Context: an optimization exercise on an open-source flow, tuned for small area. The choices shown serve that exercise and are no tape-out recipe.
Function was checked by simulation only, so behaviour that the tests miss may differ from the original.
Power figures rest on the tool's default switching activity, not on a simulated workload.

`design/flow/config.mk`:
```
export PLATFORM = sky130hd
export DESIGN_NAME = RISCVunicycle
export DESIGN_NICKNAME = RISCVunicycle
export VERILOG_FILES = /design/flow/design.v
export SDC_FILE = /design/flow/constraint.sdc
export NUM_CORES = 4
export LEC_CHECK = 0
export CAP_MARGIN = 0
export CORE_MARGIN = 2
export CORE_UTILIZATION = 55
export SETUP_SLACK_MARGIN = 0
export SLEW_MARGIN = 0
export SYNTH_HIERARCHICAL = 1
export SYNTH_MINIMUM_KEEP_SIZE = 0
```
`design/flow/constraint.sdc`:
```
create_clock -name core_clock -period 10.0 [get_ports {clk}]
set_input_delay 2.0000 -clock core_clock [delete_from_list [all_inputs] [get_ports {clk}]]
set_output_delay 2.0000 -clock core_clock [all_outputs]
set_load 0.01 [all_outputs]
```
`design/flow/design.v`:
```
module pcadd (
    input  wire [31:0] pc,
    input  wire [31:1] pi,
    output wire [31:0] t
);
    wire [31:2] c;
    wire [31:2] p, g;
    assign t[0] = pc[0];
    c_ha h1 (.a(pc[1]), .b(pi[1]), .co(c[2]), .s(t[1]));
    genvar b;
    generate for (b = 2; b < 32; b = b + 1) begin : g_
        if (b % 2 == 0) begin : ev
            c_ha    u (.a(pc[b]), .b(pi[b]), .co(g[b]), .s(p[b]));
            c_a21oi cc (.a1(p[b]), .a2(c[b]), .b1(g[b]), .y(c[b+1]));
        end else begin : od
            c_xnor2 u (.a(pc[b]), .b(pi[b]), .y(p[b]));
            if (b < 31) begin : cy
                c_nand2 v (.a(pc[b]), .b(pi[b]), .y(g[b]));
                c_o21ai cc (.a1(p[b]), .a2(c[b]), .b1(g[b]), .y(c[b+1]));
            end
        end
        c_xor2 sm (.a(p[b]), .b(c[b]), .y(t[b]));
    end endgenerate
endmodule
module pcinc (
    input  wire [31:0] pc,
    output wire [31:0] pc4
);
    wire [31:3] c;
    assign pc4[1:0] = pc[1:0];
    c_inv i2 (.a(pc[2]), .y(pc4[2]));
    assign c[3] = pc[2];
    genvar b;
    generate for (b = 3; b < 31; b = b + 1) begin : g
        c_ha h (.a(pc[b]), .b(c[b]), .co(c[b+1]), .s(pc4[b]));
    end endgenerate
    c_xor2 x31 (.a(pc[31]), .b(c[31]), .y(pc4[31]));
endmodule
module c_inv    (input a, output y);                 assign y = ~a;                          endmodule
module c_nand2  (input a, b, output y);              assign y = ~(a & b);                    endmodule
module c_nand3  (input a, b, c, output y);           assign y = ~(a & b & c);                endmodule
module c_nand4  (input a, b, c, d, output y);        assign y = ~(a & b & c & d);            endmodule
module c_nor2   (input a, b, output y);              assign y = ~(a | b);                    endmodule
module c_nor4   (input a, b, c, d, output y);        assign y = ~(a | b | c | d);            endmodule
module c_xor2   (input a, b, output y);              assign y = a ^ b;                       endmodule
module c_xnor2  (input a, b, output y);              assign y = ~(a ^ b);                    endmodule
module c_a21oi  (input a1, a2, b1, output y);        assign y = ~((a1 & a2) | b1);           endmodule
module c_o21ai  (input a1, a2, b1, output y);        assign y = ~((a1 | a2) & b1);           endmodule
module c_a22oi  (input a1, a2, b1, b2, output y);    assign y = ~((a1 & a2) | (b1 & b2));    endmodule
module c_a22o   (input a1, a2, b1, b2, output y);    assign y = (a1 & a2) | (b1 & b2);       endmodule
module c_o22ai  (input a1, a2, b1, b2, output y);    assign y = ~((a1 | a2) & (b1 | b2));    endmodule
module c_a222oi (input a1, a2, b1, b2, c1, c2, output y);
    assign y = ~((a1 & a2) | (b1 & b2) | (c1 & c2));
endmodule
module c_a2111o (input a1, a2, b1, c1, d1, output y); assign y = (a1 & a2) | b1 | c1 | d1;   endmodule
module c_mux2i  (input a0, a1, s, output y);         assign y = ~(s ? a1 : a0);              endmodule
module c_ha     (input a, b, output co, s);          assign co = a & b; assign s = a ^ b;    endmodule
module c_fa     (input a, b, ci, output co, s);      assign {co, s} = a + b + ci;            endmodule
module c_and2   (input a, b, output y);              assign y = a & b;                       endmodule
module c_or3    (input a, b, c, output y);           assign y = a | b | c;                   endmodule
module c_o22a   (input a1, a2, b1, b2, output y);    assign y = (a1 | a2) & (b1 | b2);       endmodule
module c_and3   (input a, b, c, output y);           assign y = a & b & c;                   endmodule
module c_and4   (input a, b, c, d, output y);        assign y = a & b & c & d;               endmodule
module pc_register (
    input  wire        clk,
    input  wire        rst,
    input  wire        s_jalr, s_tk, s_nt,
    input  wire [31:0] jalr_t,    
    input  wire [31:0] pc_t,      
    input  wire [31:0] pc4,
    output reg  [31:0] pc
);
    wire [31:0] npc, pcnext;
    genvar b;
    generate for (b = 0; b < 32; b = b + 1) begin : g
        c_a222oi m (.a1(s_jalr), .a2(jalr_t[b]), .b1(s_tk), .b2(pc_t[b]), .c1(s_nt), .c2(pc4[b]), .y(npc[b]));
        c_inv    i (.a(npc[b]), .y(pcnext[b]));
    end endgenerate
    always @(posedge clk, posedge rst)
        if (rst) pc <= 32'b0;
        else     pc <= pcnext;
endmodule
module register_file (
    input  wire        clk,
    input  wire        we,
    input  wire        re1,       
    input  wire [4:0]  a1,
    input  wire [4:0]  a2,
    input  wire [4:0]  a3,
    input  wire [31:0] wd,
    output wire [31:0] rd1,
    output wire [31:0] rd2
);
    wire [31:1] wsel, s1, s2;
    decode5 dw (.en(we),   .a(a3), .sel(wsel));
    decode5 d1 (.en(re1),  .a(a1), .sel(s1));
    decode5 d2 (.en(1'b1), .a(a2), .sel(s2));
    reg  [31:0] r [1:31];
    genvar i, b;
    generate for (i = 1; i < 32; i = i + 1) begin : regs
        always @(posedge clk)
            if (wsel[i]) r[i] <= wd;
    end endgenerate
    generate for (b = 0; b < 32; b = b + 1) begin : bits
        wire [31:1] col;
        for (i = 1; i < 32; i = i + 1) begin : c
            assign col[i] = r[i][b];
        end
        rmux31 m1 (.s(s1), .d(col), .y(rd1[b]));
        rmux31 m2 (.s(s2), .d(col), .y(rd2[b]));
    end endgenerate
endmodule
module decode5 (
    input  wire        en,
    input  wire [4:0]  a,
    output wire [31:1] sel
);
    wire [4:0] na;
    wire [3:0] nlo;
    wire [7:0] nhi;
    genvar k;
    generate for (k = 0; k < 5; k = k + 1) begin : iv
        c_inv u (.a(a[k]), .y(na[k]));
    end
    for (k = 0; k < 4; k = k + 1) begin : lo
        c_nand2 u (.a(k[0] ? a[0] : na[0]), .b(k[1] ? a[1] : na[1]), .y(nlo[k]));
    end
    for (k = 0; k < 8; k = k + 1) begin : hi
        c_nand4 u (.a(en), .b(k[0] ? a[2] : na[2]), .c(k[1] ? a[3] : na[3]),
                   .d(k[2] ? a[4] : na[4]), .y(nhi[k]));
    end
    for (k = 1; k < 32; k = k + 1) begin : o
        c_nor2 u (.a(nlo[k % 4]), .b(nhi[k / 4]), .y(sel[k]));
    end endgenerate
endmodule
module rmux31 (
    input  wire [31:1] s,
    input  wire [31:1] d,
    output wire        y
);
    wire [10:0] t;
    wire p1, p2, p3;
    genvar k;
    generate for (k = 0; k < 10; k = k + 1) begin : g
        c_a222oi u (.a1(s[3*k+1]), .a2(d[3*k+1]), .b1(s[3*k+2]), .b2(d[3*k+2]),
                    .c1(s[3*k+3]), .c2(d[3*k+3]), .y(t[k]));
    end endgenerate
    c_nand2 u10 (.a(s[31]), .b(d[31]), .y(t[10]));
    c_and4  n1 (.a(t[0]), .b(t[1]), .c(t[2]), .d(t[3]), .y(p1));
    c_and4  n2 (.a(t[4]), .b(t[5]), .c(t[6]), .d(t[7]), .y(p2));
    c_and3  n3 (.a(t[8]), .b(t[9]), .c(t[10]), .y(p3));
    c_nand3 o  (.a(p1), .b(p2), .c(p3), .y(y));
endmodule
module opb (
    input  wire [31:0] instr,
    input  wire [31:0] rs2,
    input  wire        sR, sI, sS, sIS, sU, nsub,
    output wire [31:0] bp
);
    wire [31:0] imm, nb;
    genvar b;
    generate for (b = 0; b < 32; b = b + 1) begin : g
        if (b < 5) begin : lo
            c_a22o  u (.a1(sI), .a2(instr[20+b]), .b1(sS), .b2(instr[7+b]), .y(imm[b]));
        end else if (b < 11) begin : md
            c_and2  u (.a(sIS), .b(instr[20+b]), .y(imm[b]));
        end else if (b == 11) begin : b11
            c_and2  u (.a(sIS), .b(instr[31]), .y(imm[b]));
        end else if (b < 31) begin : hi
            c_a22o  u (.a1(sIS), .a2(instr[31]), .b1(sU), .b2(instr[b]), .y(imm[b]));
        end else begin : b31
            assign imm[b] = instr[31];
        end
        c_mux2i m (.a0(imm[b]), .a1(rs2[b]), .s(sR), .y(nb[b]));
        c_xor2  x (.a(nb[b]), .b(nsub), .y(bp[b]));
    end endgenerate
endmodule
module pcimm (
    input  wire [31:0] instr,
    input  wire        j, nj,
    output wire [31:1] pi
);
    genvar b;
    generate for (b = 1; b < 32; b = b + 1) begin : g
        if (b < 5) begin : lo
            c_a22o u (.a1(j), .a2(instr[20+b]), .b1(nj), .b2(instr[7+b]), .y(pi[b]));
        end else if (b < 11) begin : md
            assign pi[b] = instr[20+b];
        end else if (b == 11) begin : b11
            c_a22o u (.a1(j), .a2(instr[20]), .b1(nj), .b2(instr[7]), .y(pi[b]));
        end else if (b < 20) begin : hi
            c_a22o u (.a1(j), .a2(instr[b]), .b1(nj), .b2(instr[31]), .y(pi[b]));
        end else begin : sg
            assign pi[b] = instr[31];
        end
    end endgenerate
endmodule
module alu (
    input  wire [31:0] a,
    input  wire [31:0] bp,       
    input  wire        sub,      
    input  wire        left, fillen,
    input  wire        o_sum, o_x, o_g, no_x, no_g, o_sr, o_sl, o_pc4, o_slt, o_sltu,
    input  wire        lt, ltu,
    input  wire [31:0] pc4,
    output wire [31:0] y,
    output wire [31:0] sum,
    output wire        nc32,     
    output wire        np31,     
    output wire        eq_n,     
    output wire        eq_m
);
    wire [31:0] p, g;
    genvar i;
    generate for (i = 0; i < 32; i = i + 1) begin : pg
        if (i % 2 == 0) begin : ev
            c_ha    u (.a(a[i]), .b(bp[i]), .co(g[i]), .s(p[i]));
        end else begin : od
            c_xnor2 u (.a(a[i]), .b(bp[i]), .y(p[i]));
            c_nand2 v (.a(a[i]), .b(bp[i]), .y(g[i]));
        end
    end endgenerate
    wire [8:0] c;
    assign c[0] = sub;
    generate for (i = 0; i < 8; i = i + 1) begin : b0
        if (i % 2 == 0) begin : ev
            c_a21oi cc (.a1(p[i]), .a2(c[i]), .b1(g[i]), .y(c[i+1]));
        end else begin : od
            c_o21ai cc (.a1(p[i]), .a2(c[i]), .b1(g[i]), .y(c[i+1]));
        end
        c_xor2 sm (.a(p[i]), .b(c[i]), .y(sum[i]));
    end endgenerate
    wire ncin2, ncin3;
    csblock #(.S(8),  .E(15), .INV(0)) k1 (.a(a), .bp(bp), .p(p), .g(g), .cin(c[8]),  .sum(sum[15:8]),  .cout(ncin2));
    csblock #(.S(16), .E(23), .INV(1)) k2 (.a(a), .bp(bp), .p(p), .g(g), .cin(ncin2), .sum(sum[23:16]), .cout(ncin3));
    csblock #(.S(24), .E(31), .INV(1)) k3 (.a(a), .bp(bp), .p(p), .g(g), .cin(ncin3), .sum(sum[31:24]), .cout(nc32));
    assign np31 = p[31];
    wire [3:0] en, om;
    wire enor;
    generate for (i = 0; i < 4; i = i + 1) begin : eqg
        c_nand4 ne (.a(p[8*i]),   .b(p[8*i+2]), .c(p[8*i+4]), .d(p[8*i+6]), .y(en[i]));
        c_nor4  no (.a(p[8*i+1]), .b(p[8*i+3]), .c(p[8*i+5]), .d(p[8*i+7]), .y(om[i]));
    end endgenerate
    c_nor4  eqa (.a(en[0]), .b(en[1]), .c(en[2]), .d(en[3]), .y(eq_n));
    c_nand4 eqb (.a(om[0]), .b(om[1]), .c(om[2]), .d(om[3]), .y(eq_m));
    wire [31:0] sr;
    shifter sh (.a(a), .left(left), .fillen(fillen), .sh(bp[4:0]), .y(sr));
    generate for (i = 0; i < 32; i = i + 1) begin : res
        wire y1, y2, y3;
        c_nand2  m1 (.a(o_sum), .b(sum[i]), .y(y1));
        c_a222oi m2 (.a1(o_sr), .a2(sr[i]), .b1(o_sl), .b2(sr[31-i]), .c1(o_pc4), .c2(pc4[i]), .y(y2));
        if (i % 2 == 0) begin : ev
            c_a22oi m3 (.a1(o_x), .a2(p[i]), .b1(o_g), .b2(g[i]), .y(y3));
        end else begin : od
            c_o22a  m3 (.a1(no_x), .a2(p[i]), .b1(no_g), .b2(g[i]), .y(y3));
        end
        if (i == 0) begin : b0
            wire y4;
            c_a22oi m4 (.a1(o_slt), .a2(lt), .b1(o_sltu), .b2(ltu), .y(y4));
            c_nand4 o  (.a(y1), .b(y2), .c(y3), .d(y4), .y(y[i]));
        end else begin : bn
            c_nand3 o  (.a(y1), .b(y2), .c(y3), .y(y[i]));
        end
    end endgenerate
endmodule
module shifter (
    input  wire [31:0] a,
    input  wire        left, fillen,
    input  wire [4:0]  sh,
    output wire [31:0] y
);
    wire fill, nfill;
    c_and2  fa (.a(fillen), .b(a[31]), .y(fill));
    c_nand2 fb (.a(fillen), .b(a[31]), .y(nfill));
    wire [31:0] s [0:5];    
    genvar i, k;
    generate for (i = 0; i < 32; i = i + 1) begin : rv
        c_mux2i u (.a0(a[i]), .a1(a[31-i]), .s(left), .y(s[0][i]));
    end
    for (k = 0; k < 5; k = k + 1) begin : st
        for (i = 0; i < 32; i = i + 1) begin : b
            if (i + (1 << k) < 32) begin : m
                c_mux2i u (.a0(s[k][i]), .a1(s[k][i + (1 << k)]), .s(sh[k]), .y(s[k+1][i]));
            end else begin : f
                c_mux2i u (.a0(s[k][i]), .a1(k % 2 == 0 ? nfill : fill), .s(sh[k]), .y(s[k+1][i]));
            end
        end
    end endgenerate
    assign y = s[5];
endmodule
module csblock #(parameter S = 12, parameter E = 21, parameter INV = 0) (
    input  wire [31:0]  a, bp, p, g,
    input  wire         cin,
    output wire [E:S]   sum,
    output wire         cout
);
    wire [E+1:S+1] k0, k1;    
    wire [E+1:S+1] cs;        
    c_nand2 f0 (.a(a[S]), .b(bp[S]), .y(k0[S+1]));
    c_nor2  f1 (.a(a[S]), .b(bp[S]), .y(k1[S+1]));
    genvar i;
    generate for (i = S + 1; i <= E; i = i + 1) begin : ch
        if (i % 2 == 0) begin : ev
            c_a21oi z (.a1(p[i]), .a2(k0[i]), .b1(g[i]), .y(k0[i+1]));
            c_a21oi o (.a1(p[i]), .a2(k1[i]), .b1(g[i]), .y(k1[i+1]));
        end else begin : od
            c_o21ai z (.a1(p[i]), .a2(k0[i]), .b1(g[i]), .y(k0[i+1]));
            c_o21ai o (.a1(p[i]), .a2(k1[i]), .b1(g[i]), .y(k1[i+1]));
        end
    end
    for (i = S + 1; i <= E + 1; i = i + 1) begin : sl
        if (INV) begin : n
            c_mux2i m (.a0(k1[i]), .a1(k0[i]), .s(cin), .y(cs[i]));
        end else begin : t
            c_mux2i m (.a0(k0[i]), .a1(k1[i]), .s(cin), .y(cs[i]));
        end
    end
    for (i = S + 1; i <= E; i = i + 1) begin : sm
        c_xnor2 x (.a(p[i]), .b(cs[i]), .y(sum[i]));
    end endgenerate
    generate if (INV) begin : s0n
        c_xnor2 x (.a(p[S]), .b(cin), .y(sum[S]));
    end else begin : s0t
        c_xor2  x (.a(p[S]), .b(cin), .y(sum[S]));
    end endgenerate
    assign cout = cs[E+1];
endmodule
module maindeco (
    input  wire [31:0] instr,
    output wire MemWrite, MemRead, nlw, reg_write, re1,
    output wire is_br, is_jal, is_jalr,
    output wire sR, sI, sS, sIS, sU, sub, nsub,
    output wire left, fillen,
    output wire o_sum, o_x, o_g, no_x, no_g, o_sr, o_sl, o_pc4, o_slt, o_sltu,
    output wire j, nj
);
    wire [4:0] op = instr[6:2];
    wire [2:0] f3 = instr[14:12];
    wire lw   = ~op[3] & ~op[2];
    wire sw   = ~op[4] & op[3] & ~op[2];
    wire jal  = op[1];
    wire jalr = op[0] & ~op[2] & ~op[1];
    wire br   = op[4] & ~op[0];
    wire lui  = op[2] & op[0];
    wire alu  = op[2] & ~op[0];
    wire r    = op[3] & op[2] & ~op[0];
    wire use_imm = ~(r | br);
    assign MemRead   = lw;
    assign nlw       = ~lw;
    assign MemWrite  = sw;
    assign reg_write = ~(op[3] & ~op[2] & ~op[0]);
    assign re1       = ~lui;
    assign is_br     = br;
    assign is_jal    = jal;
    assign is_jalr   = jalr;
    assign sR  = ~use_imm;
    assign sU  = lui;
    assign sS  = sw;
    assign sIS = use_imm & ~lui;
    assign sI  = use_imm & ~lui & ~sw;
    assign sub = br | (alu & ~f3[2] & f3[1]) | (r & instr[30] & (f3 == 3'b000));
    assign nsub = ~sub;
    assign left   = ~f3[2];
    assign fillen = instr[30] & f3[2];
    assign o_sum  = alu ? (f3 == 3'b000) : (lw | sw | lui);
    assign o_x    = alu & f3[2] & ~f3[0];
    assign o_g    = alu & f3[2] & f3[1];
    assign no_x   = ~o_x;
    assign no_g   = ~o_g;
    assign o_sr   = alu & (f3 == 3'b101);
    assign o_sl   = alu & (f3 == 3'b001);
    assign o_pc4  = jal | jalr;
    assign o_slt  = alu & (f3 == 3'b010);
    assign o_sltu = alu & (f3 == 3'b011);
    assign j  = jal;
    assign nj = ~jal;
endmodule
module control_unit (
    input  wire [2:0] f3,
    input  wire       is_br, is_jal, is_jalr,
    input  wire       nc32, np31, eq_n, eq_m,
    output wire       lt, ltu,
    output wire       s_jalr, s_tk, s_nt
);
    assign lt  = np31 ^ nc32;
    assign ltu = nc32;
    wire eq = eq_n & ~eq_m;
    wire taken = is_br & (f3[2] ? (lt ^ f3[0]) : (eq ^ f3[0]));
    assign s_jalr = is_jalr;
    assign s_tk   = is_jal | taken;
    assign s_nt   = ~(is_jalr | is_jal | taken);
endmodule
module RISCVunicycle (
    input  wire        clk,
    input  wire        rst,
    input  wire [31:0] instr,
    input  wire [31:0] ReadData,
    output wire [31:0] PC,
    output wire        MemWrite,
    output wire        MemRead,
    output wire [31:0] ALUResult,
    output wire [31:0] WriteData
);
    wire nlw, reg_write, re1, is_br, is_jal, is_jalr;
    wire sR, sI, sS, sIS, sU, sub, nsub, left, fillen;
    wire o_sum, o_x, o_g, no_x, no_g, o_sr, o_sl, o_pc4, o_slt, o_sltu, j, nj;
    wire lt, ltu, s_jalr, s_tk, s_nt, nc32, np31, eq_n, eq_m;
    wire [31:0] rs1, rs2, bp, sum, pc4, pc_t, Result;
    wire [31:1] pi;
    maindeco dec (
        .instr(instr), .MemWrite(MemWrite), .MemRead(MemRead), .nlw(nlw),
        .reg_write(reg_write), .re1(re1), .is_br(is_br), .is_jal(is_jal), .is_jalr(is_jalr),
        .sR(sR), .sI(sI), .sS(sS), .sIS(sIS), .sU(sU), .sub(sub), .nsub(nsub),
        .left(left), .fillen(fillen),
        .o_sum(o_sum), .o_x(o_x), .o_g(o_g), .no_x(no_x), .no_g(no_g), .o_sr(o_sr), .o_sl(o_sl),
        .o_pc4(o_pc4), .o_slt(o_slt), .o_sltu(o_sltu), .j(j), .nj(nj)
    );
    register_file rf (
        .clk(clk), .we(reg_write), .re1(re1), .a1(instr[19:15]), .a2(instr[24:20]),
        .a3(instr[11:7]), .wd(Result), .rd1(rs1), .rd2(rs2)
    );
    assign WriteData = rs2;
    opb ob (
        .instr(instr), .rs2(rs2), .sR(sR), .sI(sI), .sS(sS), .sIS(sIS), .sU(sU),
        .nsub(nsub), .bp(bp)
    );
    alu alu (
        .a(rs1), .bp(bp), .sub(sub), .left(left), .fillen(fillen),
        .o_sum(o_sum), .o_x(o_x), .o_g(o_g), .no_x(no_x), .no_g(no_g), .o_sr(o_sr), .o_sl(o_sl),
        .o_pc4(o_pc4), .o_slt(o_slt), .o_sltu(o_sltu), .lt(lt), .ltu(ltu), .pc4(pc4),
        .y(ALUResult), .sum(sum), .nc32(nc32), .np31(np31), .eq_n(eq_n), .eq_m(eq_m)
    );
    genvar b;
    generate for (b = 0; b < 32; b = b + 1) begin : wb
        c_a22o m (.a1(MemRead), .a2(ReadData[b]), .b1(nlw), .b2(ALUResult[b]), .y(Result[b]));
    end endgenerate
    control_unit cu (
        .f3(instr[14:12]), .is_br(is_br), .is_jal(is_jal), .is_jalr(is_jalr),
        .nc32(nc32), .np31(np31), .eq_n(eq_n), .eq_m(eq_m), .lt(lt), .ltu(ltu),
        .s_jalr(s_jalr), .s_tk(s_tk), .s_nt(s_nt)
    );
    pcimm pm (.instr(instr), .j(j), .nj(nj), .pi(pi));
    pcadd pa (.pc(PC), .pi(pi), .t(pc_t));
    pcinc pn (.pc(PC), .pc4(pc4));
    pc_register pcr (
        .clk(clk), .rst(rst), .s_jalr(s_jalr), .s_tk(s_tk), .s_nt(s_nt),
        .jalr_t(sum), .pc_t(pc_t), .pc4(pc4), .pc(PC)
    );
endmodule
```
`design/flow/run.sh`:
```
#!/bin/bash
# synth_recipe.tcl (not shown) runs the flow's synth.tcl, then flattens the netlist and writes it again
# the make line also repeats each setting of config.mk as NAME=value (left out here)
make -C /OpenROAD-flow-scripts/flow DESIGN_CONFIG=/design/flow/config.mk WORK_HOME=/design/flow/orfs CLKGATE_MAP_FILE= SYNTH_SCRIPT=/design/flow/synth_recipe.tcl finish
```
==> results.py, run 1 <==
metrics = {
    "logic_synthesis": {
        "postSynthCellCount": 3038,
        "synthMuxAreaShare_pct": 5.26,
        "yosys.area_share.simple_pct": 7.16,
        "synthAdderAreaFrac_pct": 1.58,
        "yosys.area.top_type": "edfxtp_1",
        "synthTopCellsByArea": "edfxtp_1 63%, a222oi_1 15%, mux2i_1 5.3%",
        "synth.distinct_cells": 43,
        "synth-compound-area-share_pct": 18.1,
        "syn_area_per_cell_um2": 15.6,
        "seq_area_frac_synth_pct": 64.6,
        "synth_top_family_by_area": "compound AO/OA/AOI/OAI gates",
        "synth-xor-area-share_pct": 2.38,
        "synth.most_common_cell": "edfxtp_1",
        "ys.flop_type": "edfxtp_1",
        "async_flop_share_pct": 3.13,
        "ys_warn_count": 10,
        "synth_top_area_share_pct": 62.9,
        "synth_edf_count": 992,
        "ys_ff_latch": 1024,
        "netlist_area_um2": 47400,
        "synth_common_cells": "992 x edfxtp_1, 704 x a222oi_1, 249 x mux2i_1, 146 x nand2_1, 128 x and4_1",
    },
    "timing": {
        "rsz0062_at_grt": "true",
        "final.setup.tns_ns": -0.0378,
        "slew_headroom_pct": 10.2,
        "timing.final.ws_setup_ns": -0.0378,
        "fmax_mhz": 99.6,
        "setup_violations": 1,
        "final_max_slew_viol_count": 0,
        "fin_hold_ws_ns": 0.634,
        "finalCriticalPeriod_ns": 10.04,
        "tightest_slew_ns": 1.35,
        "hold_violations": 0,
        "finClkSkew_ns": 0.0412,
        "period_share_pct": 100,
    },
    "power_and_ir_drop": {
        "p_int_mw": 8.88,
        "power_frac_clock_pct": 28.2,
        "pwr-share-comb_pct": 29.5,
        "p_per_area_nw_per_um2": 223,
        "swShare_pct": 32.4,
        "power_switching_mw": 4.26,
        "ir_worst_vdd_v": 0.000232,
        "static-leakage-power_nw": 19.6,
        "p_seq_share_pct": 42.3,
        "power_mw": 13.1,
    },
    "finish": {
        "drive_above_1_share_pct": 23.0,
        "fillers": 5799,
        "fin_cells": 5018,
        "syn2layout_area_growth_pct": 24.4,
        "final_nets": 3908,
    },
    "global_routing": {
        "grt_util_all_layers_pct": 43.7,
        "grt_pass1_vias": 37600,
        "antenna_found_initial": 25,
        "grt_max_degree": 34,
        "grt_pass1_wl_um": 276000,
        "overflow": 0,
    },
    "detailed_routing": {
        "highest_layer": "met5",
        "avgRoutedWirePerCell_um": 39.7,
        "vias": 39500,
        "ant_nets": 0,
        "firstDrtPassIters": 13,
        "drt-total-wl_um": 199000,
        "wl_met3_um": 31900,
        "wl_met1_um": 67400,
        "drc": 0,
        "wl_met2_um": 87000,
        "drtIter0Drc": 10700,
        "detail_route.vias_per_cell": 7.88,
    },
    "setup_path": {
        "start_kind": "primary input",
        "crit_type": "in2out",
        "end_kind": "output pin",
        "cp.arrival_ns": 8.04,
        "path_max_fanout": 23,
        "crit_required_ns": 8.00,
    },
    "worst_hold_path": {
        "hp-class": "reg2reg",
    },
    "floorplan": {
        "coreArea_um2": 85300,
        "fp.dieH_um": 297,
        "initial_core_util_pct": 55.5,
        "die_x_um": 297,
        "dieArea_um2": 88500,
        "num_rows": 107,
        "ios": 164,
    },
    "clock_tree": {
        "cts.sinks": 1024,
        "cts_htree_levels": 3,
        "clk_pin_slew_worst_paths_ns": 0.07,
        "cts_root_buffer": "clkbuf_16",
        "numCtsBuffers": 102,
        "clk_latency_ns": 0.72,
        "cts_tree": "built",
        "cts.path.max_buffers": 3,
    },
    "placed_design": {
        "portBuffers": 161,
        "gp_congestion": 0.987,
        "dp.cells": 4814,
        "dp_hpwl_um": 134000,
    },
    "job": {
        "cap_violations": 0,
    },
    "status": {
        "so.violations": "negative setup slack",
        "status": "failed layout checks",
    },
}
==> area by class of cell <==
type / instances / area [um2] / area share [%]
antenna: 8 / 20.0 / 0.0340
clock buffer: 124 / 2660 / 4.51
clock inverter: 64 / 532 / 0.903
inverter: 55 / 229 / 0.389
multi-input combinational: 1938 / 17500 / 29.7
sequential: 1024 / 30600 / 51.9
tap: 1144 / 1430 / 2.43
timing repair buffer: 661 / 5940 / 10.1
==> per-module statistics from Yosys, one instance, submodules excluded, a selection <==
module         cells inside  flip-flops and latches
register_file           993                     992
c_a22oi                   1                       0
c_nor4                    1                       0
c_a22o                    1                       0
c_xor2                    1                       0
c_and3                    1                       0
c_and2                    1                       0
c_o21ai                   1                       0
control_unit             12                       0
c_nand2                   1                       0
c_mux2i                   1                       0
c_nor2                    1                       0
c_and4                    1                       0
maindeco                 44                       0
pcinc                     2                       0
c_nand4                   1                       0
==> critical path, cell delays in order <==
cell	delay (ns)
clkdlybuf4s50_1	0.63
buf_4	0.27
nand4_1	0.19
buf_12	0.20
buf_12	0.12
nor2_2	0.11
buf_4	0.45
a222oi_1	0.20
and4_1	0.26
nand3_1	0.20
buf_4	0.18
buf_4	0.12
nand2_1	0.09
o21ai_2	0.11
a21oi_2	0.10
o21ai_2	0.16
a21oi_2	0.08
o21ai_2	0.17
a21oi_2	0.11
o21ai_4	0.30
mux2i_4	0.34
mux2i_4	0.34
buf_4	0.16
mux2i_2	0.28
xor2_2	0.13
a22oi_2	0.27
nand4_1	0.24
clkbuf_2	0.21
==> what timing repair did <==
action | CTS | global route
resized for setup | 33 | 46
pin swaps | 10 | 15
buffers inserted | 3 | 5
hold buffers | 0 | 0
endpoints found under the setup margin | 13 | 17
==> cells by family (layout without fill, tap and decap cells) <==
kind of cell / Yosys count / count (layout)
other: 1 / 16
flip-flops: 1024 / 1024
adder cells (fa/ha/maj): 60 / 60
multiplexers: 249 / 249
buffers and inverters: 83 / 904
AO/OA/AOI/OAI: 892 / 892
AND/OR/NAND/NOR: 601 / 601
XOR/XNOR: 128 / 128
==> state kept, by name, indices dropped and copies added, names as in the netlist <==
| register | cells |
|---|---|
| rf.r | 992 |
| pcr.pc | 32 |
==> worst paths after layout <==
path	start	endpoint	cells after the start	slack [ns]
max reg2reg	pcr.pc[3]	rf.r[9][31]	34	2.37
min	pcr.pc[1]	pcr.pc[1]	2	0.63
min reg2reg	pcr.pc[1]	pcr.pc[1]	2	0.63
max	instr[17]	ALUResult[0]	28	-0.04
max in group asynchronous	rst	pcr.pc[7]	3	7.96
min in group asynchronous	rst	pcr.pc[23]	3	1.71
==> power groups by stage <==
| stage | combinational [mW] | clock [mW] | sequential [mW] |
|---|---|---|---|
| after floorplan | 1.77 | 0 | 5.64 |
| after global placement | 3.61 | 0 | 5.63 |
| after detailed placement | 3.69 | 0 | 5.65 |
| after CTS | 3.72 | 3.70 | 5.56 |
| after global routing | 4.02 | 3.87 | 5.58 |
| final | 3.87 | 3.70 | 5.56 |
==> layer usage <==
layer / track usage (%) / vias up
met1: 56.5 / 19400
met4: 22.4 / 26
li1: - / 15600
met3: 15.3 / 693
met5: 0 / -
met2: 65.3 / 3790
==> cell usage in the layout (no fill, tap or decap), types with 64 or more instances in the layout <==
cell and instances:
a22o_1 69, nand2_1 142, nor2_4 82, and3_1 64, mux2i_1 238, a222oi_1 704
xor2_1 64, buf_4 449, edfxtp_1 992, clkbuf_16 103, nand3_1 73, and4_1 114
clkdlybuf4s50_1 149
==> through the flow <==
| stage | utilization (%) | setup slack (ns) | instance area (um2) |
|---|---|---|---|
| finish | 69.1 | -0.0378 | 58900 |
| global route | 69.1 | -0.0640 | 58900 |
| CTS | 68.8 | 0.000179 | 58700 |
| detailed placement | 65.0 | -0.361 | 55400 |
| global placement | 65.0 | -0.344 | 55400 |
| floorplan | - | -1.14 | 47800 |
==> run 2: changes to the inputs <==
==> design/flow/flow/run.sh (new file) <==
#!/bin/bash
# Own layout flow: the standard ORFS flow (standard.sh, unchanged synthesis)
# with two changes:
#  - plain buffers (buf_2) on the ports instead of the default port buffer,
#  - clock tree built from clkbuf_8 (clusters of up to 16 sinks, 80 um) without
#    dummy loads.
# The full make output goes to flow_make.log in the work folder; ORFS keeps its
# per-step logs under orfs/logs/.
set -euo pipefail
export BUFFER_PORTS_ARGS="-buffer_cell sky130_fd_sc_hd__buf_2"
export CTS_ARGS="-sink_clustering_enable -repair_clock_nets -dont_use_dummy_load -buf_list sky130_fd_sc_hd__clkbuf_8 -sink_clustering_size 16 -sink_clustering_max_diameter 80"
bash standard.sh > flow_make.log 2>&1
==> design/flow/standard.sh (new file) <==
#!/bin/bash
# synth_recipe.tcl (not shown) runs the flow's synth.tcl, then flattens the netlist and writes it again
# the make line also repeats each setting of config.mk as NAME=value (left out here)
make -C /OpenROAD-flow-scripts/flow DESIGN_CONFIG=/design/flow/config.mk WORK_HOME=/design/flow/orfs CLKGATE_MAP_FILE= SYNTH_SCRIPT=/design/flow/synth_recipe.tcl "${@:-finish}"
--- a/design/flow/config.mk
+++ b/design/flow/config.mk
@@ -8,7 +8,7 @@
 export CAP_MARGIN = 0
 export CORE_MARGIN = 2
 export CORE_UTILIZATION = 55
-export SETUP_SLACK_MARGIN = 0
+export SETUP_SLACK_MARGIN = 0.1
 export SLEW_MARGIN = 0
 export SYNTH_HIERARCHICAL = 1
 export SYNTH_MINIMUM_KEEP_SIZE = 0
removed: design/flow/run.sh
==> results.py, run 2 <==
metrics = {
    "status": {
        "status": "timing/DRC/antenna clean",
    },
    "worst_hold_path": {
        "whs_endpoint": "pcr.pc[0]",
        "hp-class": "reg2reg",
        "hold_path_depth": 2,
        "worstHoldStart": "pcr.pc[0]",
    },
    "placed_design": {
        "portBuffers": 161,
        "dp_hpwl_um": 135000,
        "gp_congestion": 1.00,
        "dp.cells": 4605,
    },
    "power_and_ir_drop": {
        "power_mw": 11.1,
        "ir_worst_vdd_v": 0.000170,
        "static-leakage-power_nw": 17.4,
        "p_per_area_nw_per_um2": 205,
    },
    "floorplan": {
        "ios": 164,
        "initial_core_util_pct": 55.5,
        "dieArea_um2": 88500,
        "die_x_um": 297,
        "fp.dieH_um": 297,
        "num_rows": 107,
        "coreArea_um2": 85300,
    },
    "setup_path": {
        "start_kind": "primary input",
        "cp.arrival_ns": 7.83,
        "r2r_start": "pcr.pc[3]",
        "crit_type": "in2out",
        "end_kind": "output pin",
        "rr_worst_depth": 32,
        "r2r_setup_slack_ns": 2.59,
        "slowest_delay_ns": 0.45,
        "r2r_end": "rf.r[30][30]",
        "path_max_fanout": 9,
        "cpMaxStageDelayCell": "nand2_2",
        "crit_required_ns": 8.00,
        "path_cells": "buf_2 > nand2_2 > nor2_4 > buf_4 > a222oi_1 > and4_1 > nand3_1 > mux2i_2 > xor2_4 > ha_1 > a21oi_2 > o21ai_2 > a21oi_2 > o21ai_4 > mux2i_4 > mux2i_4 > mux2i_2 > xor2_2 > a22oi_2 > nand4_1 > buf_4 > buf_2",
    },
    "finish": {
        "final_nets": 3692,
        "syn2layout_area_growth_pct": 14.2,
        "utilization_pct": 63.4,
        "fillers": 6371,
        "largest_reg_flops": 992,
        "drive_above_1_share_pct": 21.6,
        "final_cell_mix": "992 x edfxtp_1, 704 x a222oi_1, 293 x buf_4, 242 x mux2i_1, 160 x buf_2",
        "largestRegisters": "rf.r: 992 flops, pcr.pc: 32 flops",
        "final_common_cell": "edfxtp_1",
        "regMostFlops": "rf.r",
        "fin_cells": 4721,
    },
    "global_routing": {
        "grt_util_all_layers_pct": 43.7,
        "antenna_found_initial": 29,
        "grt-busiest-layer": "met2",
        "grt_max_degree": 33,
        "grt_use_met3_pct": 14.4,
        "grt_pass1_vias": 36100,
        "overflow": 0,
        "grt_pass1_wl_um": 273000,
        "grtUsageMet1_pct": 55.6,
        "use_met2_pct": 66.4,
    },
    "timing": {
        "slew_headroom_pct": 10.6,
        "finClkSkew_ns": 0.146,
        "final_max_slew_viol_count": 0,
        "finalCriticalPeriod_ns": 9.83,
        "period_share_pct": 98.3,
        "setup_violations": 0,
        "rsz0062_at_grt": "false",
        "fin_hold_ws_ns": 0.591,
        "tightest_slew_ns": 1.34,
        "hold_violations": 0,
        "fmax_mhz": 102,
    },
    "logic_synthesis": {
        "seq_area_frac_synth_pct": 64.6,
        "ys_warn_count": 10,
        "async_flop_share_pct": 3.13,
        "synth.distinct_cells": 43,
        "postSynthCellCount": 3038,
        "synth_edf_count": 992,
        "netlist_area_um2": 47400,
        "synthTopCellsByArea": "edfxtp_1 63%, a222oi_1 15%, mux2i_1 5.3%",
        "synth_common_cells": "992 x edfxtp_1, 704 x a222oi_1, 249 x mux2i_1, 146 x nand2_1, 128 x and4_1",
        "ys.flop_type": "edfxtp_1",
        "ys_ff_latch": 1024,
        "synth.most_common_cell": "edfxtp_1",
        "yosys.area.top_type": "edfxtp_1",
        "syn_area_per_cell_um2": 15.6,
        "synth_top_area_share_pct": 62.9,
    },
    "clock_tree": {
        "numCtsBuffers": 76,
        "cts.path.max_buffers": 3,
        "clk_pin_slew_worst_paths_ns": 0.09,
        "cts_htree_levels": 3,
        "cts_tree": "built",
        "clk_latency_ns": 0.76,
        "cts.sinks": 1024,
        "cts_root_buffer": "clkbuf_8",
    },
    "detailed_routing": {
        "avgRoutedWirePerCell_um": 42.4,
        "detail_route.vias_per_cell": 8.09,
        "drc": 0,
        "drt-total-wl_um": 200000,
        "drtIter0Drc": 10000,
        "ant_nets": 0,
        "firstDrtPassIters": 14,
        "vias": 38200,
    },
    "job": {
        "cap_violations": 0,
    },
}
run 2: cell types whose count changed in the layout (fill, tap and decap cells not counted), sizes merged:
cell	before	now
clkdlybuf4s50	149	0
clkinv	51	0
clkbuf	125	77
buf	501	466
dlymetal6s2s	7	0
bufinv	5	0
clkinvlp	5	0
diode	8	13
nor2	102	106
inv	58	55
dlygate4sd2	2	0
clkdlybuf4s15	1	0
run 2: how the worst max path moves through the flow:
| stage | start | to | slack, ns | cells after the start |
|---|---|---|---|---|
| 5_1_grt | instr[21] | ALUResult[0] | 0.11 | 26 |
| 3_3_place_gp | instr[24] | ALUResult[0] | -0.10 | 25 |
| 3_5_place_dp | instr[24] | ALUResult[0] | -0.22 | 25 |
| 4_1_cts | instr[20] | ALUResult[0] | 0.10 | 27 |
| 6_report | instr[20] | ALUResult[0] | 0.17 | 22 |
| 2_1_floorplan | instr[24] | ALUResult[0] | -1.14 | 20 |
run 2: Yosys stat by module (local to each module, per instance), a selection:
module	area, um2	cells inside	flops+latches	copies in the design
register_file	29800	993	992	1
c_nor2	3.75	1	0	96
pcinc	15.0	2	0	1
c_ha	12.5	1	0	60
pcadd	7.51	1	0	1
c_o22a	8.76	1	0	16
c_nor4	12.5	1	0	5
c_inv	3.75	1	0	48
c_and4	8.76	1	0	128
c_a21oi	8.76	1	0	37
c_nand3	5.00	1	0	95
control_unit	97.6	12	0	1
c_a22o	8.76	1	0	69
c_o21ai	5.00	1	0	42
c_nand4	6.26	1	0	30
c_xnor2	8.76	1	0	54
run 2: timing repair:
| action | 4_1_cts | 5_1_grt |
|---|---|---|
| pin swaps | 8 | 5 |
| setup buffers | 11 | 12 |
| gates resized for setup | 1 | 17 |
| endpoints found under the setup margin | 13 | 12 |
| hold buffers | 0 | 0 |
| gates cloned | 4 | 0 |
run 2: power by group:
part	total, mW	switching, mW	internal [mW]
Combinational	3.54	2.45	1.09
Clock	1.97	1.29	0.682
Sequential	5.55	0.132	5.42
Total	11.1	3.87	7.19
run 2: cell type report:
cell class                      instances  area (um2)  area share (%)
Timing Repair Buffer                  467        3270            6.04
Multi-Input combinational cell       1942       17500            32.3
Sequential cell                      1024       30600            56.6
Antenna cell                           13        32.5          0.0602
Clock buffer                           76        1050            1.93
Tap cell                             1144        1430            2.65
Inverter                               55         229           0.423
run 2: cells by family (layout without fill, tap and decap cells):
family | after synthesis | after routing | synth area share [%]
flip-flops | 1024 | 1024 | 64.6
AO/OA/AOI/OAI | 892 | 892 | 18.1
AND/OR/NAND/NOR | 601 | 605 | 7.16
multiplexers | 249 | 249 | 5.26
XOR/XNOR | 128 | 128 | 2.38
buffers and inverters | 83 | 598 | 0.882
adder cells (fa/ha/maj) | 60 | 60 | 1.58
other | 1 | 21 | 0.00792
run 2: through the flow:
stage               instance area, um2  worst slack, ns  setup TNS [ns]
CTS                              53800            0.103               0
finish                           54100            0.174               0
global route                     54100            0.105               0
floorplan                        47900            -1.14          -13.60
global placement                 52700           -0.104          -0.218
detailed placement               52700           -0.216          -0.893
run 2: metal layers:
| metal | routed length [um] | vias to the layer above |
|---|---|---|
| met5 | 290 | - |
| met4 | 13100 | 36 |
| met3 | 31400 | 640 |
| met2 | 88200 | 3561 |
| met1 | 67000 | 18900 |
| li1 | - | 15100 |
run 2: critical path, delay by kind of cell:
family	cells	cell delay (ns)
XOR/XNOR	2	0.28
multiplexers	4	1.45
adder cells (fa/ha/maj)	1	0.44
AO/OA/AOI/OAI	6	1.36
buffers and inverters	4	0.74
AND/OR/NAND/NOR	5	1.55
==> run 3: changes to the inputs <==
--- a/design/flow/design.v
+++ b/design/flow/design.v
@@ -83,7 +83,6 @@
 module register_file (
     input  wire        clk,
     input  wire        we,
-    input  wire        re1,       
     input  wire [4:0]  a1,
     input  wire [4:0]  a2,
     input  wire [4:0]  a3,
@@ -91,34 +90,40 @@
     output wire [31:0] rd1,
     output wire [31:0] rd2
 );
-    wire [31:1] wsel, s1, s2;
-    decode5 dw (.en(we),   .a(a3), .sel(wsel));
-    decode5 d1 (.en(re1),  .a(a1), .sel(s1));
-    decode5 d2 (.en(1'b1), .a(a2), .sel(s2));
-    reg  [31:0] r [1:31];
-    genvar i, b;
+    localparam NC = 4;
+    localparam GW = 32 / NC;
+    wire [NC*32-1:0] wsel, s1, s2;
+    decode5 #(.NC(NC)) dw (.en(we),   .a(a3), .sel(wsel));
+    decode5 #(.NC(NC)) d1 (.en(1'b1), .a(a1), .sel(s1));
+    decode5 #(.NC(NC)) d2 (.en(1'b1), .a(a2), .sel(s2));
+    wire [31:0] rq [1:31];
+    genvar i, b, c;
     generate for (i = 1; i < 32; i = i + 1) begin : regs
+        reg [31:0] q;
+        integer g;
         always @(posedge clk)
-            if (wsel[i]) r[i] <= wd;
+            for (g = 0; g < NC; g = g + 1)
+                if (wsel[g*32+i]) q[g*GW +: GW] <= wd[g*GW +: GW];
+        assign rq[i] = q;
     end endgenerate
     generate for (b = 0; b < 32; b = b + 1) begin : bits
         wire [31:1] col;
         for (i = 1; i < 32; i = i + 1) begin : c
-            assign col[i] = r[i][b];
+            assign col[i] = rq[i][b];
         end
-        rmux31 m1 (.s(s1), .d(col), .y(rd1[b]));
-        rmux31 m2 (.s(s2), .d(col), .y(rd2[b]));
+        rmux31 m1 (.s(s1[(b/GW)*32+1 +: 31]), .d(col), .y(rd1[b]));
+        rmux31 m2 (.s(s2[(b/GW)*32+1 +: 31]), .d(col), .y(rd2[b]));
     end endgenerate
 endmodule
-module decode5 (
-    input  wire        en,
-    input  wire [4:0]  a,
-    output wire [31:1] sel
+module decode5 #(parameter NC = 1) (
+    input  wire           en,
+    input  wire [4:0]     a,
+    output wire [NC*32-1:0] sel
 );
     wire [4:0] na;
     wire [3:0] nlo;
     wire [7:0] nhi;
-    genvar k;
+    genvar k, c;
     generate for (k = 0; k < 5; k = k + 1) begin : iv
         c_inv u (.a(a[k]), .y(na[k]));
     end
@@ -129,8 +134,11 @@
         c_nand4 u (.a(en), .b(k[0] ? a[2] : na[2]), .c(k[1] ? a[3] : na[3]),
                    .d(k[2] ? a[4] : na[4]), .y(nhi[k]));
     end
-    for (k = 1; k < 32; k = k + 1) begin : o
-        c_nor2 u (.a(nlo[k % 4]), .b(nhi[k / 4]), .y(sel[k]));
+    for (c = 0; c < NC; c = c + 1) begin : cp
+        assign sel[c*32] = 1'b0;
+        for (k = 1; k < 32; k = k + 1) begin : o
+            c_nor2 u (.a(nlo[k % 4]), .b(nhi[k / 4]), .y(sel[c*32+k]));
+        end
     end endgenerate
 endmodule
 module rmux31 (
@@ -154,7 +162,7 @@
 module opb (
     input  wire [31:0] instr,
     input  wire [31:0] rs2,
-    input  wire        sR, sI, sS, sIS, sU, nsub,
+    input  wire        sR, sI, sS, nsub,
     output wire [31:0] bp
 );
     wire [31:0] imm, nb;
@@ -163,12 +171,8 @@
         if (b < 5) begin : lo
             c_a22o  u (.a1(sI), .a2(instr[20+b]), .b1(sS), .b2(instr[7+b]), .y(imm[b]));
         end else if (b < 11) begin : md
-            c_and2  u (.a(sIS), .b(instr[20+b]), .y(imm[b]));
-        end else if (b == 11) begin : b11
-            c_and2  u (.a(sIS), .b(instr[31]), .y(imm[b]));
-        end else if (b < 31) begin : hi
-            c_a22o  u (.a1(sIS), .a2(instr[31]), .b1(sU), .b2(instr[b]), .y(imm[b]));
-        end else begin : b31
+            assign imm[b] = instr[20+b];
+        end else begin : hi
             assign imm[b] = instr[31];
         end
         c_mux2i m (.a0(imm[b]), .a1(rs2[b]), .s(sR), .y(nb[b]));
@@ -200,7 +204,8 @@
     input  wire [31:0] bp,       
     input  wire        sub,      
     input  wire        left, fillen,
-    input  wire        o_sum, o_x, o_g, no_x, no_g, o_sr, o_sl, o_pc4, o_slt, o_sltu,
+    input  wire        o_sum, o_x, o_g, no_x, no_g, o_sr, o_sl, o_pc4, o_slt, o_sltu, o_lui,
+    input  wire [31:12] uimm,     
     input  wire        lt, ltu,
     input  wire [31:0] pc4,
     output wire [31:0] y,
@@ -246,20 +251,18 @@
     wire [31:0] sr;
     shifter sh (.a(a), .left(left), .fillen(fillen), .sh(bp[4:0]), .y(sr));
     generate for (i = 0; i < 32; i = i + 1) begin : res
-        wire y1, y2, y3;
-        c_nand2  m1 (.a(o_sum), .b(sum[i]), .y(y1));
-        c_a222oi m2 (.a1(o_sr), .a2(sr[i]), .b1(o_sl), .b2(sr[31-i]), .c1(o_pc4), .c2(pc4[i]), .y(y2));
-        if (i % 2 == 0) begin : ev
-            c_a22oi m3 (.a1(o_x), .a2(p[i]), .b1(o_g), .b2(g[i]), .y(y3));
-        end else begin : od
-            c_o22a  m3 (.a1(no_x), .a2(p[i]), .b1(no_g), .b2(g[i]), .y(y3));
-        end
         if (i == 0) begin : b0
-            wire y4;
-            c_a22oi m4 (.a1(o_slt), .a2(lt), .b1(o_sltu), .b2(ltu), .y(y4));
-            c_nand4 o  (.a(y1), .b(y2), .c(y3), .d(y4), .y(y[i]));
-        end else begin : bn
-            c_nand3 o  (.a(y1), .b(y2), .c(y3), .y(y[i]));
+            resbit0 m (.o_sum(o_sum), .sum(sum[i]), .o_sr(o_sr), .sr(sr[i]), .o_sl(o_sl), .sl(sr[31-i]),
+                       .o_pc4(o_pc4), .pc4(pc4[i]), .o_x(o_x), .o_g(o_g), .p(p[i]), .g(g[i]),
+                       .o_slt(o_slt), .lt(lt), .o_sltu(o_sltu), .ltu(ltu), .y(y[i]));
+        end else if (i % 2 == 0) begin : ev
+            resbit #(.INV(0), .LUI(i >= 12)) m (.o_sum(o_sum), .sum(sum[i]), .o_lui(o_lui), .u(i >= 12 ? uimm[i] : 1'b0),
+                       .o_sr(o_sr), .sr(sr[i]), .o_sl(o_sl), .sl(sr[31-i]), .o_pc4(o_pc4), .pc4(pc4[i]),
+                       .o_x(o_x), .o_g(o_g), .no_x(no_x), .no_g(no_g), .p(p[i]), .g(g[i]), .y(y[i]));
+        end else begin : od
+            resbit #(.INV(1), .LUI(i >= 12)) m (.o_sum(o_sum), .sum(sum[i]), .o_lui(o_lui), .u(i >= 12 ? uimm[i] : 1'b0),
+                       .o_sr(o_sr), .sr(sr[i]), .o_sl(o_sl), .sl(sr[31-i]), .o_pc4(o_pc4), .pc4(pc4[i]),
+                       .o_x(o_x), .o_g(o_g), .no_x(no_x), .no_g(no_g), .p(p[i]), .g(g[i]), .y(y[i]));
         end
     end endgenerate
 endmodule
@@ -325,11 +328,28 @@
     end endgenerate
     assign cout = cs[E+1];
 endmodule
+module resbit #(parameter INV = 0, parameter LUI = 0) (
+    input  wire o_sum, sum, o_lui, u, o_sr, sr, o_sl, sl, o_pc4, pc4,
+    input  wire o_x, o_g, no_x, no_g, p, g,
+    output wire y
+);
+    wire lg = INV ? ~((no_x | p) & (no_g | g)) : ((o_x & p) | (o_g & g));
+    wire lu = LUI ? (o_lui & u) : 1'b0;
+    assign y = (o_sum & sum) | lu | (o_sr & sr) | (o_sl & sl) | (o_pc4 & pc4) | lg;
+endmodule
+module resbit0 (
+    input  wire o_sum, sum, o_sr, sr, o_sl, sl, o_pc4, pc4,
+    input  wire o_x, o_g, p, g, o_slt, lt, o_sltu, ltu,
+    output wire y
+);
+    assign y = (o_sum & sum) | (o_sr & sr) | (o_sl & sl) | (o_pc4 & pc4) |
+               (o_x & p) | (o_g & g) | (o_slt & lt) | (o_sltu & ltu);
+endmodule
 module maindeco (
     input  wire [31:0] instr,
-    output wire MemWrite, MemRead, nlw, reg_write, re1,
+    output wire MemWrite, MemRead, nlw, reg_write,
     output wire is_br, is_jal, is_jalr,
-    output wire sR, sI, sS, sIS, sU, sub, nsub,
+    output wire sR, sI, sS, o_lui, sub, nsub,
     output wire left, fillen,
     output wire o_sum, o_x, o_g, no_x, no_g, o_sr, o_sl, o_pc4, o_slt, o_sltu,
     output wire j, nj
@@ -349,20 +369,18 @@
     assign nlw       = ~lw;
     assign MemWrite  = sw;
     assign reg_write = ~(op[3] & ~op[2] & ~op[0]);
-    assign re1       = ~lui;
     assign is_br     = br;
     assign is_jal    = jal;
     assign is_jalr   = jalr;
     assign sR  = ~use_imm;
-    assign sU  = lui;
+    assign o_lui = lui;
     assign sS  = sw;
-    assign sIS = use_imm & ~lui;
-    assign sI  = use_imm & ~lui & ~sw;
+    assign sI  = use_imm & ~sw;
     assign sub = br | (alu & ~f3[2] & f3[1]) | (r & instr[30] & (f3 == 3'b000));
     assign nsub = ~sub;
     assign left   = ~f3[2];
     assign fillen = instr[30] & f3[2];
-    assign o_sum  = alu ? (f3 == 3'b000) : (lw | sw | lui);
+    assign o_sum  = alu ? (f3 == 3'b000) : (lw | sw);
     assign o_x    = alu & f3[2] & ~f3[0];
     assign o_g    = alu & f3[2] & f3[1];
     assign no_x   = ~o_x;
@@ -401,33 +419,33 @@
     output wire [31:0] ALUResult,
     output wire [31:0] WriteData
 );
-    wire nlw, reg_write, re1, is_br, is_jal, is_jalr;
-    wire sR, sI, sS, sIS, sU, sub, nsub, left, fillen;
+    wire nlw, reg_write, is_br, is_jal, is_jalr;
+    wire sR, sI, sS, o_lui, sub, nsub, left, fillen;
     wire o_sum, o_x, o_g, no_x, no_g, o_sr, o_sl, o_pc4, o_slt, o_sltu, j, nj;
     wire lt, ltu, s_jalr, s_tk, s_nt, nc32, np31, eq_n, eq_m;
     wire [31:0] rs1, rs2, bp, sum, pc4, pc_t, Result;
     wire [31:1] pi;
     maindeco dec (
         .instr(instr), .MemWrite(MemWrite), .MemRead(MemRead), .nlw(nlw),
-        .reg_write(reg_write), .re1(re1), .is_br(is_br), .is_jal(is_jal), .is_jalr(is_jalr),
-        .sR(sR), .sI(sI), .sS(sS), .sIS(sIS), .sU(sU), .sub(sub), .nsub(nsub),
+        .reg_write(reg_write), .is_br(is_br), .is_jal(is_jal), .is_jalr(is_jalr),
+        .sR(sR), .sI(sI), .sS(sS), .o_lui(o_lui), .sub(sub), .nsub(nsub),
         .left(left), .fillen(fillen),
         .o_sum(o_sum), .o_x(o_x), .o_g(o_g), .no_x(no_x), .no_g(no_g), .o_sr(o_sr), .o_sl(o_sl),
         .o_pc4(o_pc4), .o_slt(o_slt), .o_sltu(o_sltu), .j(j), .nj(nj)
     );
     register_file rf (
-        .clk(clk), .we(reg_write), .re1(re1), .a1(instr[19:15]), .a2(instr[24:20]),
+        .clk(clk), .we(reg_write), .a1(instr[19:15]), .a2(instr[24:20]),
         .a3(instr[11:7]), .wd(Result), .rd1(rs1), .rd2(rs2)
     );
     assign WriteData = rs2;
     opb ob (
-        .instr(instr), .rs2(rs2), .sR(sR), .sI(sI), .sS(sS), .sIS(sIS), .sU(sU),
+        .instr(instr), .rs2(rs2), .sR(sR), .sI(sI), .sS(sS),
         .nsub(nsub), .bp(bp)
     );
     alu alu (
         .a(rs1), .bp(bp), .sub(sub), .left(left), .fillen(fillen),
         .o_sum(o_sum), .o_x(o_x), .o_g(o_g), .no_x(no_x), .no_g(no_g), .o_sr(o_sr), .o_sl(o_sl),
-        .o_pc4(o_pc4), .o_slt(o_slt), .o_sltu(o_sltu), .lt(lt), .ltu(ltu), .pc4(pc4),
+        .o_pc4(o_pc4), .o_slt(o_slt), .o_sltu(o_sltu), .o_lui(o_lui), .uimm(instr[31:12]), .lt(lt), .ltu(ltu), .pc4(pc4),
         .y(ALUResult), .sum(sum), .nc32(nc32), .np31(np31), .eq_n(eq_n), .eq_m(eq_m)
     );
     genvar b;
==> design/flow/flow/run.sh (replaced) <==
#!/bin/bash
# Own layout flow: the standard ORFS flow (standard.sh, unchanged synthesis)
# with two changes:
#  - plain buffers (buf_1) on the ports instead of the default port buffer,
#  - clock tree built from clkbuf_8 (clusters of up to 16 sinks, 80 um) without
#    dummy loads.
# The full make output goes to flow_make.log in the work folder; ORFS keeps its
# per-step logs under orfs/logs/.
set -euo pipefail
export BUFFER_PORTS_ARGS="-buffer_cell sky130_fd_sc_hd__buf_1"
export CTS_ARGS="-sink_clustering_enable -repair_clock_nets -dont_use_dummy_load -buf_list sky130_fd_sc_hd__clkbuf_8 -sink_clustering_size 16 -sink_clustering_max_diameter 80"
bash standard.sh > flow_make.log 2>&1
--- a/design/flow/config.mk
+++ b/design/flow/config.mk
@@ -7,7 +7,7 @@
 export LEC_CHECK = 0
 export CAP_MARGIN = 0
 export CORE_MARGIN = 2
-export CORE_UTILIZATION = 55
+export CORE_UTILIZATION = 50
 export SETUP_SLACK_MARGIN = 0.1
 export SLEW_MARGIN = 0
 export SYNTH_HIERARCHICAL = 1
==> results.py, run 3 <==
metrics = {
    "setup_path": {
        "end_kind": "output pin",
        "cp_num_buf_inv": 6,
        "path_delay_family": "simple AND/OR/NAND/NOR gates",
        "slowest_delay_ns": 0.53,
        "path_cells": "buf_1 > inv_1 > nand4_1 > buf_4 > nor2_1 > buf_4 > a222oi_1 > and4_1 > nand3_1 > ha_1 > a21oi_2 > o21ai_1 > a21oi_2 > o21ai_1 > mux2i_4 > mux2i_4 > buf_12 > mux2i_1 > xnor2_1 > a22oi_1 > nand4b_1 > buf_1",
        "start_kind": "primary input",
        "cp.arrival_ns": 7.83,
        "crit_required_ns": 8.00,
        "cpMaxStageDelayCell": "a222oi_1",
        "path_max_fanout": 12,
        "crit_type": "in2out",
    },
    "logic_synthesis": {
        "ys_warn_count": 9,
        "postSynthCellCount": 3298,
        "netlist_area_um2": 48300,
        "syn_area_per_cell_um2": 14.6,
    },
    "floorplan": {
        "die_x_um": 315,
        "ios": 164,
        "fp.dieH_um": 315,
        "initial_core_util_pct": 50.7,
        "dieArea_um2": 99000,
        "num_rows": 113,
        "coreArea_um2": 95300,
    },
    "finish": {
        "design_area_um2": 53800,
        "fillers": 7794,
        "drive_above_1_share_pct": 11.9,
        "utilization_pct": 56.5,
        "final_cell_mix": "992 x edfxtp_1, 682 x a222oi_1, 351 x nor2_1, 246 x mux2i_1, 219 x buf_4",
        "final_common_cell": "edfxtp_1",
        "fin_cells": 5029,
        "syn2layout_area_growth_pct": 11.5,
        "final_nets": 3888,
        "ff_latch_area_um2": 30600,
        "largestRegisters": "rf.regs.q: 992 flops, pcr.pc: 32 flops",
        "multi_input_area_um2": 17800,
        "largest_reg_flops": 992,
        "regMostFlops": "rf.regs.q",
    },
    "timing": {
        "finalCriticalPeriod_ns": 9.83,
        "timing.final.ws_setup_ns": 0.169,
        "rsz0062_at_grt": "false",
        "final_max_slew_viol_count": 0,
        "finClkSkew_ns": 0.124,
        "hold_violations": 0,
        "slew_headroom_pct": 11.3,
        "tightest_slew_ns": 1.33,
        "fmax_mhz": 102,
        "period_share_pct": 98.3,
        "setup_violations": 0,
    },
    "placed_design": {
        "placed_area_um2": 52300,
        "dp.cells": 4928,
        "post-place-ws_ns": 0.00275,
        "dp_hpwl_um": 137000,
        "gp_congestion": 1.02,
        "portBuffers": 161,
    },
    "clock_tree": {
        "cts_tree": "built",
        "cts.path.max_buffers": 3,
        "cts_root_buffer": "clkbuf_8",
        "clk_pin_slew_worst_paths_ns": 0.09,
        "clk_latency_ns": 0.82,
        "cts_htree_levels": 3,
        "cts.sinks": 1024,
        "numCtsBuffers": 76,
    },
    "power_and_ir_drop": {
        "ir_worst_vdd_v": 0.000178,
        "power_switching_mw": 3.62,
        "power_frac_clock_pct": 18.8,
        "pwr-share-comb_pct": 30.0,
        "power_mw": 10.6,
        "p_int_mw": 6.95,
        "p_per_area_nw_per_um2": 196,
        "static-leakage-power_nw": 16.8,
        "p_seq_share_pct": 51.2,
        "swShare_pct": 34.2,
    },
    "detailed_routing": {
        "highest_layer": "met5",
        "firstDrtPassIters": 12,
        "vias": 39100,
        "wl_met3_um": 24400,
        "drc": 0,
        "ant_nets": 0,
        "avgRoutedWirePerCell_um": 38.3,
        "wl_met2_um": 84200,
        "drt-total-wl_um": 193000,
        "wl_met1_um": 73100,
        "detail_route.vias_per_cell": 7.78,
        "drtIter0Drc": 9863,
    },
    "global_routing": {
        "antenna_found_initial": 7,
        "grt_max_degree": 35,
        "overflow": 0,
        "grt_util_all_layers_pct": 37.9,
        "grt_pass1_vias": 36700,
        "grt_pass1_wl_um": 267000,
    },
    "status": {
        "status": "timing/DRC/antenna clean",
    },
    "job": {
        "cap_violations": 0,
    },
    "worst_hold_path": {
        "hp-class": "reg2reg",
    },
}
==> run 3: repair_timing <==
action	CTS	global route
pin swaps	1	16
hold buffers	0	0
buffers inserted	3	18
resized for setup	8	61
endpoints found under the setup margin	11	17
==> run 3: path summary, 6_finish.rpt <==
check                      startpoint                 to  slack (ns)  cells past startpoint
min in group asynchronous         rst         pcr.pc[31]        1.31                      3
max reg2reg                 pcr.pc[2]  rf.regs[27].q[31]        2.51                     34
min reg2reg                 pcr.pc[0]          pcr.pc[0]        0.60                      2
max                         instr[19]      ALUResult[29]        0.17                     22
max in group asynchronous         rst          pcr.pc[3]        8.32                      3
min                         pcr.pc[0]          pcr.pc[0]        0.60                      2
==> run 3: routing by layer <==
metal	global-route usage, %	vias up
met3	8.87	538
met1	52.0	19500
met5	0	-
li1	-	15700
met4	16.8	2
met2	57.6	3386
==> run 3: layout make-up <==
class / instances / share of cell area, %
tap: 1265 / 2.94
clock buffer: 76 / 1.94
multi-input combinational: 2206 / 33.0
timing repair buffer: 399 / 4.81
inverter: 55 / 0.419
sequential: 1024 / 56.8
antenna: 4 / 0.0186
==> run 3: per-stage QoR <==
stage	setup TNS [ns]	hold WS (ns)
floorplan	-15.64	0.632
global placement	0	0.570
detailed placement	0	0.571
CTS	0	0.596
global route	0	0.655
finish	0	0.601
==> run 3: power groups by stage <==
stage               combinational (mW)  sequential (mW)  clock, mW
finish                            3.17             5.42       1.99
global route                      3.30             5.43       2.15
CTS                               3.06             5.41       2.00
detailed placement                3.04             5.51          0
global placement                  2.99             5.50          0
floorplan                         1.58             5.51          0
==> run 3: worst min-delay path: cells and delay by family, from the launching register on <==
| family | cells | cell delay [ns] |
|---|---|---|
| compound gates | 1 | 0.09 |
| flops | 1 | 0.43 |
| buf+inv | 1 | 0.06 |

## port drivers added, routing unchanged
No port has a modelled driver above. Below, the same layouts with a new extraction and two added sets of constraints. Step 1 (the two cells are an assumption about what drives the block):
set clk [get_ports {clk}]
set_driving_cell -lib_cell sky130_fd_sc_hd__clkbuf_16 $clk
set_driving_cell -lib_cell sky130_fd_sc_hd__buf_2 [delete_from_list [all_inputs] $clk]
Step 2, shift: input delay + t, output delay - t, t = (earliest + latest rising clock arrival at the registers) / 2. This alone moves slack from input paths to output paths. Three values: ideal ports, drivers, drivers and shift; two values: the first two.
run	t, ns	slack for setup (ns)	latest minus earliest clock arrival (ns)	worst slew at a driven data input, ns
run 1	0.774	-0.038 / -0.067 / -0.067	0.041 / 0.041	0.12
run 2	0.752	0.174 / 0.090 / 0.090	0.146 / 0.146	0.10
run 3	0.826	0.169 / 0.030 / 0.030	0.124 / 0.124	0.14
The setup slack of run 3, which loses most, moves by -0.139 ns with the drivers and by -0.139 ns with both steps.
